This design comes from an exercise in tuning for small area, a short achievable clock period and few clock cycles on the open sky130 flow, not from production work.
At most, simulation tests tie the RTL to the original design; equivalence was not proved.
Power figures rest on the tool's default switching activity, not on a simulated workload.

== old ==
## single_cycle_risc
module single_cycle_risc (
  input         clk,
  input         rst,
  output [31:0] imem_addr,
  input  [31:0] imem_data,
  output        wb_valid,
  output [4:0]  wb_rd,
  output [31:0] wb_data
);
Size in the first run: roughly 5,300 cells after synthesis, ~1,500 flip-flops, ~100 I/O pins, about 72,000 µm² of cells after synthesis.
clock: 25.0 ns
lec_check: 0
cap_margin: 30
cell_pad_in_sites_detail_placement: 1
cell_pad_in_sites_global_placement: 2
core_margin: 2
core_utilization: 40
place_density: 0.5
slew_margin: 30
synth_hierarchical: 1
standard.sh (not shown) runs the stock make flow with config.mk's settings and CLKGATE_MAP_FILE= SYNTH_SCRIPT=/design/flow/synth_recipe.tcl, a recipe that flattens the netlist after the stock synthesis.
==> flow/flow/run.sh <==
#!/bin/bash
# Layout: the standard ORFS flow (standard.sh), with
#  - timing repair aimed well below the design's clock period (a setup-slack
#    margin), so that the period the layout achieves gets optimised;
#  - port buffers of a stronger cell than the default delay buffer;
set -euo pipefail
CTS="-sink_clustering_enable -repair_clock_nets -sink_clustering_size 20 -sink_clustering_max_diameter 100 -dont_use_dummy_load -buf_list {sky130_fd_sc_hd__clkbuf_8 sky130_fd_sc_hd__clkbuf_16}"
bash standard.sh SETUP_SLACK_MARGIN=${MARGIN:-18.5} TNS_END_PERCENT=${TNS:-0} \
  "BUFFER_PORTS_ARGS=-buffer_cell sky130_fd_sc_hd__buf_4" "CTS_ARGS=$CTS" finish > standard_flow.log 2>&1
Modified inputs, new compared to old
--- a/flow/flow/run.sh
+++ b/flow/flow/run.sh
@@ -6,3 +6,3 @@
 set -euo pipefail
-CTS="-sink_clustering_enable -repair_clock_nets -sink_clustering_size 20 -sink_clustering_max_diameter 100 -dont_use_dummy_load -buf_list {sky130_fd_sc_hd__clkbuf_8 sky130_fd_sc_hd__clkbuf_16}"
+CTS="-sink_clustering_enable -repair_clock_nets -sink_clustering_size 26 -sink_clustering_max_diameter 100 -dont_use_dummy_load -buf_list {sky130_fd_sc_hd__clkbuf_8 sky130_fd_sc_hd__clkbuf_16}"
 bash standard.sh SETUP_SLACK_MARGIN=${MARGIN:-18.5} TNS_END_PERCENT=${TNS:-0} \
## What came out
The global-route total usage across every layer was comparable across old and new.
Compared to old, new shows a wider setup margin.
Compared with old, new is the less power-hungry design.
| fmax | old vs new | ≈ equal |
Function was not checked in any run of this note: the RTL went through the layout flow alone.

Setup of run 1:
Another version of the RTL of single_cycle_risc (not shown whole).
Size in the first run: ~5600 cells after synthesis, about 1500 flip-flops, roughly 73000 um2 of cells after synthesis.
export LEC_CHECK = 0
export CAP_MARGIN = 30
export CELL_PAD_IN_SITES_DETAIL_PLACEMENT = 1
export CELL_PAD_IN_SITES_GLOBAL_PLACEMENT = 2
export CORE_MARGIN = 2
export CORE_UTILIZATION = 40
export PLACE_DENSITY = 0.5
export SLEW_MARGIN = 30
export SYNTH_HIERARCHICAL = 1
create_clock -name core_clock -period 25.0 [get_ports {clk}]
==> flow/flow/run.sh <==
#!/bin/bash
# Layout: the standard ORFS flow (standard.sh), with
#  - timing repair aimed well below the design's clock period (a setup-slack
#    margin), so that the period the layout achieves gets optimised;
#  - port buffers of a stronger cell than the default delay buffer;
set -euo pipefail
CTS="-sink_clustering_enable -repair_clock_nets -sink_clustering_size 20 -sink_clustering_max_diameter 100 -dont_use_dummy_load -buf_list {sky130_fd_sc_hd__clkbuf_8 sky130_fd_sc_hd__clkbuf_16}"
bash standard.sh SETUP_SLACK_MARGIN=${MARGIN:-18.0} TNS_END_PERCENT=${TNS:-0} \
  "BUFFER_PORTS_ARGS=-buffer_cell sky130_fd_sc_hd__buf_4" "CTS_ARGS=$CTS" finish > standard_flow.log 2>&1
Run 1 finished every step from synthesis to the final layout, and the layout passed the timing, DRC and antenna checks.
Modified inputs, run 2 compared to run 1
diff --git a/flow/flow/run.sh b/flow/flow/run.sh
--- a/flow/flow/run.sh
+++ b/flow/flow/run.sh
@@ -6,4 +6,4 @@
 set -euo pipefail
 CTS="-sink_clustering_enable -repair_clock_nets -sink_clustering_size 20 -sink_clustering_max_diameter 100 -dont_use_dummy_load -buf_list {sky130_fd_sc_hd__clkbuf_8 sky130_fd_sc_hd__clkbuf_16}"
-bash standard.sh SETUP_SLACK_MARGIN=${MARGIN:-18.0} TNS_END_PERCENT=${TNS:-0} \
+bash standard.sh SETUP_SLACK_MARGIN=${MARGIN:-18.5} TNS_END_PERCENT=${TNS:-0} \
   "BUFFER_PORTS_ARGS=-buffer_cell sky130_fd_sc_hd__buf_4" "CTS_ARGS=$CTS" finish > standard_flow.log 2>&1
[summary]
- Run 2 ended with every stage complete and zero timing, DRC or antenna violations.
- Sort run 2 and run 1 by total setup buffers inserted after CTS, ascending, and run 1 comes first.
- Run 2 ends up with a worst voltage drop across the vdd grid that is 0.00063 mV higher than in run 1.
- Run 2 ended with more wire length than run 1.
- As far as average vias per placed instance is concerned, run 1 and run 2 perform about the same.
- Design area: run 2 and run 1 compared, lower one is run 1
- Sort run 2 and run 1 by clock share of power desc -> top: run 1
- Run 2 vs run 1, portion of the layout cell area used by non-clock buffers went up by 1.5 points.
- The estimated power of run 2 ends up higher than the estimate for run 1.
- From run 2 to run 1, area of the die did not move at all.
Setup changes, run 2 to run 3
Settings: PLACE_DENSITY: 0.5 -> 0.62; CORE_UTILIZATION: 40 -> 45.
[summary]
- Relative to run 2, run 3 degrades final-layout worst hold slack.
- Summary of run 3 over run 2: power after layout moved down; share of the cycle needed by the critical path after routing moved up.
- Of run 3 and run 2, it is run 3 that has the higher shortest period the worst path allows.
- Going from run 2 to run 3, share of total power in sequential cells went up by 0.4 points; total length of routed wires went down by 5.1%; post-layout worst setup margin went down by 0.15 ns.
- Total non-filler cell area in the finished layout: run 3 lower than run 2
- In the route summary, run 3 ends up with a via count exceeding that of run 2.
- Compared with run 2, run 3 shows a initial core utilization that is 5.1 points higher.
The inputs of run 4 differ from those of run 3 as listed below.
Settings: PLACE_DENSITY changed from 0.62 to 0.5; CORE_UTILIZATION changed from 45 to 40.
diff --git a/flow/flow/run.sh b/flow/flow/run.sh
--- a/flow/flow/run.sh
+++ b/flow/flow/run.sh
@@ -6,4 +6,4 @@
 set -euo pipefail
 CTS="-sink_clustering_enable -repair_clock_nets -sink_clustering_size 20 -sink_clustering_max_diameter 100 -dont_use_dummy_load -buf_list {sky130_fd_sc_hd__clkbuf_8 sky130_fd_sc_hd__clkbuf_16}"
-bash standard.sh SETUP_SLACK_MARGIN=${MARGIN:-18.5} TNS_END_PERCENT=${TNS:-0} \
+bash standard.sh SETUP_SLACK_MARGIN=${MARGIN:-18.8} TNS_END_PERCENT=${TNS:-0} \
   "BUFFER_PORTS_ARGS=-buffer_cell sky130_fd_sc_hd__buf_4" "CTS_ARGS=$CTS" finish > standard_flow.log 2>&1
==> comparison <==
- Against run 3, run 4 reports a cell count after placement that is higher.
- Run 3 -> run 4: proportion of synthesized flip-flops having asynchronous set or reset delta 0, exact match
- Run 4 has pin slew with the least headroom to its limit below what run 3 had.
- Looking at run 3 and run 4, the leakage power summed over all cells is a wash.
- Run 4 ended up with a lower sequential share of power than run 3 did.
- From run 3 to run 4 the numbers moved as follows: worst endpoint required time went up by 0.06 ns, portion of the layout cell area used by clock cells was more or less identical, sequential power was more or less identical.
No run of this note included a check of the RTL's function; only the layout flow was run.

single_cycle_risc, a different RTL version from the one above (not shown whole).
Size: roughly 5300 cells after synthesis, about 1500 flip-flops, ~100 I/O pins, roughly 71000 um2 of cells after synthesis.
## single_cycle_risc
module single_cycle_risc (
  input         clk,
  input         rst,
  output [31:0] imem_addr,
  input  [31:0] imem_data,
  output        wb_valid,
  output [4:0]  wb_rd,
  output [31:0] wb_data
);
clock: 25.0 ns
lec_check: 0
cap_margin: 30
cell_pad_in_sites_detail_placement: 1
cell_pad_in_sites_global_placement: 2
core_margin: 2
core_utilization: 30
place_density: 0.35
slew_margin: 30
synth_hierarchical: 1
==> flow/flow/run.sh <==
#!/bin/bash
# Layout: the standard ORFS flow (standard.sh), with
#  - timing repair aimed well below the design's clock period (a setup-slack
#    margin), so that the period the layout achieves gets optimised;
#  - port buffers of a stronger cell than the default delay buffer;
set -euo pipefail
CTS="-sink_clustering_enable -repair_clock_nets -sink_clustering_size 20 -sink_clustering_max_diameter 100 -dont_use_dummy_load -buf_list {sky130_fd_sc_hd__clkbuf_8 sky130_fd_sc_hd__clkbuf_16}"
bash standard.sh SETUP_SLACK_MARGIN=${MARGIN:-18.0} TNS_END_PERCENT=${TNS:-100} \
  "BUFFER_PORTS_ARGS=-buffer_cell sky130_fd_sc_hd__buf_4" "CTS_ARGS=$CTS" finish > standard_flow.log 2>&1
Next try:
--- a/flow/flow/run.sh
+++ b/flow/flow/run.sh
@@ -6,4 +6,4 @@
 set -euo pipefail
 CTS="-sink_clustering_enable -repair_clock_nets -sink_clustering_size 20 -sink_clustering_max_diameter 100 -dont_use_dummy_load -buf_list {sky130_fd_sc_hd__clkbuf_8 sky130_fd_sc_hd__clkbuf_16}"
-bash standard.sh SETUP_SLACK_MARGIN=${MARGIN:-18.0} TNS_END_PERCENT=${TNS:-100} \
+bash standard.sh SETUP_SLACK_MARGIN=${MARGIN:-18.5} TNS_END_PERCENT=${TNS:-0} \
   "BUFFER_PORTS_ARGS=-buffer_cell sky130_fd_sc_hd__buf_4" "CTS_ARGS=$CTS" finish > standard_flow.log 2>&1
Result: The changed run finished with timing, DRC and antenna clean. Total power is lower slightly. Sequential power is about the same. Wire length decreases by a few percent. Synthesized area is unchanged. Combinational power stays flat. Clock power stays flat. Setup slack loses 0.20 ns. Count of clock-buffer cells in the layout decreases by 1. Design area goes down by a few percent. Critical path depth stays the same. Register-to-register slack loses 0.30 ns.
No run of this note included a check of the RTL's function; only the layout flow was run.

rev 12:
Another version of the RTL of single_cycle_risc (not shown whole).
Size in the first run: roughly 100 I/O pins, about 78000 um^2 of cells after synthesis.
// single_cycle_risc
module single_cycle_risc (
  input         clk,
  input         rst,
  output [31:0] imem_addr,
  input  [31:0] imem_data,
  output        wb_valid,
  output [4:0]  wb_rd,
  output [31:0] wb_data
);
Settings: LEC_CHECK=0, CAP_MARGIN=30, CELL_PAD_IN_SITES_DETAIL_PLACEMENT=1, CELL_PAD_IN_SITES_GLOBAL_PLACEMENT=2, CORE_MARGIN=2, CORE_UTILIZATION=30, PLACE_DENSITY=0.35, SLEW_MARGIN=30; clock period 25.0 ns.
==> flow/flow/run.sh <==
#!/bin/bash
set -euo pipefail
bash standard.sh SETUP_SLACK_MARGIN=19 TNS_END_PERCENT=100 finish > standard_flow.log 2>&1
Rev 12: all stages complete, timing, DRC and antenna checks passed
What rev 13 does differently from rev 12 at the input level:
==> flow/flow/run.sh <==
#!/bin/bash
set -euo pipefail
bash standard.sh SETUP_SLACK_MARGIN=18.5 TNS_END_PERCENT=0 finish > standard_flow.log 2>&1
Findings:
Rev 13 has completed all stages; timing, DRC and antenna checks passed. Changes observed in rev 13 relative to rev 12: portion of total power attributed to the clock network moved up; worst setup slack moved down; global-route wire length before repair moved down; routed wire length moved down; maximum VDD drop moved up. From rev 12 to rev 13 the numbers moved as follows: cell leakage power went down 6.7 nW, overall power of the completed layout dropped 0.00056 W, cell internal power dissipation dropped 6.4%, sequential portion of the cell area picked up an extra 6.1 points, total number of vias shrank by 8.6%. NOTE: clock period minus worst slack in rev 13 exceeds that of rev 12.
Function was not checked in any run of this note: the RTL went through the layout flow alone.

run A:
Another version of the RTL of single_cycle_risc (not shown whole).
Size in the first run: about 5300 cells after synthesis, ~1500 flip-flops, about 100 I/O pins, roughly 71000 µm² of cells after synthesis.
## single_cycle_risc
module single_cycle_risc (
  input         clk,
  input         rst,
  output [31:0] imem_addr,
  input  [31:0] imem_data,
  output        wb_valid,
  output [4:0]  wb_rd,
  output [31:0] wb_data
);
==> flow/config.mk <==
export PLATFORM = sky130hd
export DESIGN_NAME = single_cycle_risc
export DESIGN_NICKNAME = single_cycle_risc
export VERILOG_FILES = /design/flow/design.v
export SDC_FILE = /design/flow/constraint.sdc
export NUM_CORES = 8
export LEC_CHECK = 0
export CAP_MARGIN = 30
export CELL_PAD_IN_SITES_DETAIL_PLACEMENT = 0
export CELL_PAD_IN_SITES_GLOBAL_PLACEMENT = 0
export CORE_MARGIN = 2
export CORE_UTILIZATION = 40
export PLACE_DENSITY = 0.5
export SLEW_MARGIN = 30
export SYNTH_HIERARCHICAL = 1
==> flow/constraint.sdc <==
create_clock -name core_clock -period 25.0 [get_ports {clk}]
set_input_delay 5.0000 -clock core_clock [delete_from_list [all_inputs] [get_ports {clk}]]
set_output_delay 5.0000 -clock core_clock [all_outputs]
set_load 0.01 [all_outputs]
==> flow/flow/run.sh <==
#!/bin/bash
# Layout: the standard ORFS flow (standard.sh), with
#  - timing repair aimed well below the design's clock period (a setup-slack
#    margin), so that the period the layout achieves gets optimised;
#  - port buffers of a stronger cell than the default delay buffer;
set -euo pipefail
CTS="-sink_clustering_enable -repair_clock_nets -sink_clustering_size 20 -sink_clustering_max_diameter 100 -dont_use_dummy_load -buf_list {sky130_fd_sc_hd__clkbuf_8 sky130_fd_sc_hd__clkbuf_16}"
bash standard.sh SETUP_SLACK_MARGIN=${MARGIN:-18.5} TNS_END_PERCENT=${TNS:-0} \
  "BUFFER_PORTS_ARGS=-buffer_cell sky130_fd_sc_hd__buf_4" "CTS_ARGS=$CTS" finish > standard_flow.log 2>&1
Testbench counts of run A, summed over its fixed seeds: cycles 32,822.
What run B does differently from run A at the input level:
- CELL_PAD_IN_SITES_DETAIL_PLACEMENT now 1, was 0
- CELL_PAD_IN_SITES_GLOBAL_PLACEMENT now 2, was 0
- PLACE_DENSITY now 0.45, was 0.5
==> flow/flow/run.sh <==
#!/bin/bash
# Layout: the standard ORFS flow (standard.sh), with
#  - timing repair aimed well below the design's clock period (a setup-slack
#    margin), so that the period the layout achieves gets optimised;
#  - port buffers of a stronger cell than the default delay buffer;
set -euo pipefail
CTS="-sink_clustering_enable -repair_clock_nets -sink_clustering_size 26 -sink_clustering_max_diameter 100 -dont_use_dummy_load -buf_list {sky130_fd_sc_hd__clkbuf_8 sky130_fd_sc_hd__clkbuf_16}"
bash standard.sh SETUP_SLACK_MARGIN=${MARGIN:-18.5} TNS_END_PERCENT=${TNS:-0} \
  "BUFFER_PORTS_ARGS=-buffer_cell sky130_fd_sc_hd__buf_4" "CTS_ARGS=$CTS" finish > standard_flow.log 2>&1
Notes after the runs:
From run A to run B the numbers moved as follows: minimum clock period decreased by 160 ps relative to the old numbers, detailed-routing iteration count for the pre-antenna-repair pass rose by 4. Compared with run A, in run B minimum hold slack lower; setup slack higher; final core area utilization lower; fraction of standard cell area that is sequential higher. Taking run A as the reference, in run B total routed wirelength up about 4.6%, routed length on met1 up 10000 µm, maximum net fanout on the critical path flat, synthesis-to-finish area growth down 0.47 points.

## alpha
single_cycle_risc, a different RTL version from the one above (not shown whole).
Size: ~5300 cells after synthesis, roughly 1500 flip-flops, about 100 I/O pins, ~0.070 mm² of cells after synthesis.
==> flow/config.mk <==
export PLATFORM = sky130hd
export DESIGN_NAME = single_cycle_risc
export DESIGN_NICKNAME = single_cycle_risc
export VERILOG_FILES = /design/flow/design.v
export SDC_FILE = /design/flow/constraint.sdc
export NUM_CORES = 8
export LEC_CHECK = 0
export CAP_MARGIN = 30
export CELL_PAD_IN_SITES_DETAIL_PLACEMENT = 1
export CELL_PAD_IN_SITES_GLOBAL_PLACEMENT = 2
export CORE_MARGIN = 2
export CORE_UTILIZATION = 30
export PLACE_DENSITY = 0.35
export SLEW_MARGIN = 30
export SYNTH_HIERARCHICAL = 1
==> flow/constraint.sdc <==
create_clock -name core_clock -period 25.0 [get_ports {clk}]
set_input_delay 5.0000 -clock core_clock [delete_from_list [all_inputs] [get_ports {clk}]]
set_output_delay 5.0000 -clock core_clock [all_outputs]
set_load 0.01 [all_outputs]
==> flow/flow/run.sh <==
#!/bin/bash
# Layout: the standard ORFS flow (standard.sh), with
#  - timing repair aimed well below the design's clock period (a setup-slack
#    margin), so that the period the layout achieves gets optimised;
#  - port buffers of a stronger cell than the default delay buffer;
set -euo pipefail
CTS="-sink_clustering_enable -repair_clock_nets -sink_clustering_size 20 -sink_clustering_max_diameter 100 -dont_use_dummy_load -buf_list {sky130_fd_sc_hd__clkbuf_8 sky130_fd_sc_hd__clkbuf_16}"
bash standard.sh SETUP_SLACK_MARGIN=${MARGIN:-18.5} TNS_END_PERCENT=${TNS:-0} \
  "BUFFER_PORTS_ARGS=-buffer_cell sky130_fd_sc_hd__buf_4" "CTS_ARGS=$CTS" finish > standard_flow.log 2>&1
Looking at the reports, alpha completed the entire flow and the layout it produced met the timing, DRC and antenna checks.
Testbench counts of alpha, summed over its fixed seeds: cycles 32,822.
diff inputs: alpha => beta
--- a/flow/flow/run.sh
+++ b/flow/flow/run.sh
@@ -8 +8 @@
-bash standard.sh SETUP_SLACK_MARGIN=${MARGIN:-18.5} TNS_END_PERCENT=${TNS:-0} \
+bash standard.sh SETUP_SLACK_MARGIN=${MARGIN:-18.6} TNS_END_PERCENT=${TNS:-100} \
Results
- Going from alpha to beta, the routed wire length was found to have gone up by about 9%.
- Against alpha, beta reports a total power that is higher.
- Compared with alpha, beta shows a worst path arrival time that is 120 ps lower.

## separate check: timing with driven ports
No port has a modelled driver above. Below, the same layouts with a new extraction and two added sets of constraints.
Step 1 sets driving cells, clkbuf_16 on the clock port and buf_2 on the other inputs (assumed; they add their load-dependent delay and slew).
Step 2 also shifts input and output timing later by t, the mid clock arrival at the registers, as if the neighbouring blocks saw the same clock.
Three values: ideal ports, drivers, drivers and shift; two values: the first two.
run | t (ns) | slack for setup (ns) | latest minus earliest clock arrival (ns)
old | 0.825 | 17.794 / 17.787 / 16.963 | 0.105 / 0.105
new | 0.798 | 17.813 / 17.836 / 17.038 | 0.119 / 0.118
run 1 | 0.806 | 17.812 / 17.872 / 17.066 | 0.104 / 0.104
run 2 | 0.814 | 18.097 / 18.099 / 17.285 | 0.102 / 0.102
run 3 | 0.780 | 17.949 / 17.989 / 17.209 | 0.144 / 0.143
run 4 | 0.814 | 18.097 / 18.099 / 17.285 | 0.102 / 0.102
the first run of note 3 | 0.831 | 17.706 / 17.748 / 16.918 | 0.153 / 0.153
the second run of note 3 | 0.823 | 17.503 / 17.464 / 16.641 | 0.137 / 0.137
rev 12 | 0.950 | 18.434 / 18.272 / 17.322 | 0.096 / 0.095
rev 13 | 0.940 | 18.224 / 18.217 / 17.354 | 0.133 / 0.133
run A | 0.783 | 17.654 / 17.689 / 16.906 | 0.152 / 0.151
run B | 0.780 | 17.814 / 17.881 / 17.101 | 0.138 / 0.137
alpha | 0.818 | 17.776 / 17.785 / 16.967 | 0.158 / 0.158
beta | 0.824 | 17.920 / 17.965 / 17.141 | 0.153 / 0.153
After both steps every run listed still meets setup and hold. The setup slack of rev 12, which loses most, moves by -0.162 ns with the drivers and by -1.112 ns with both steps.
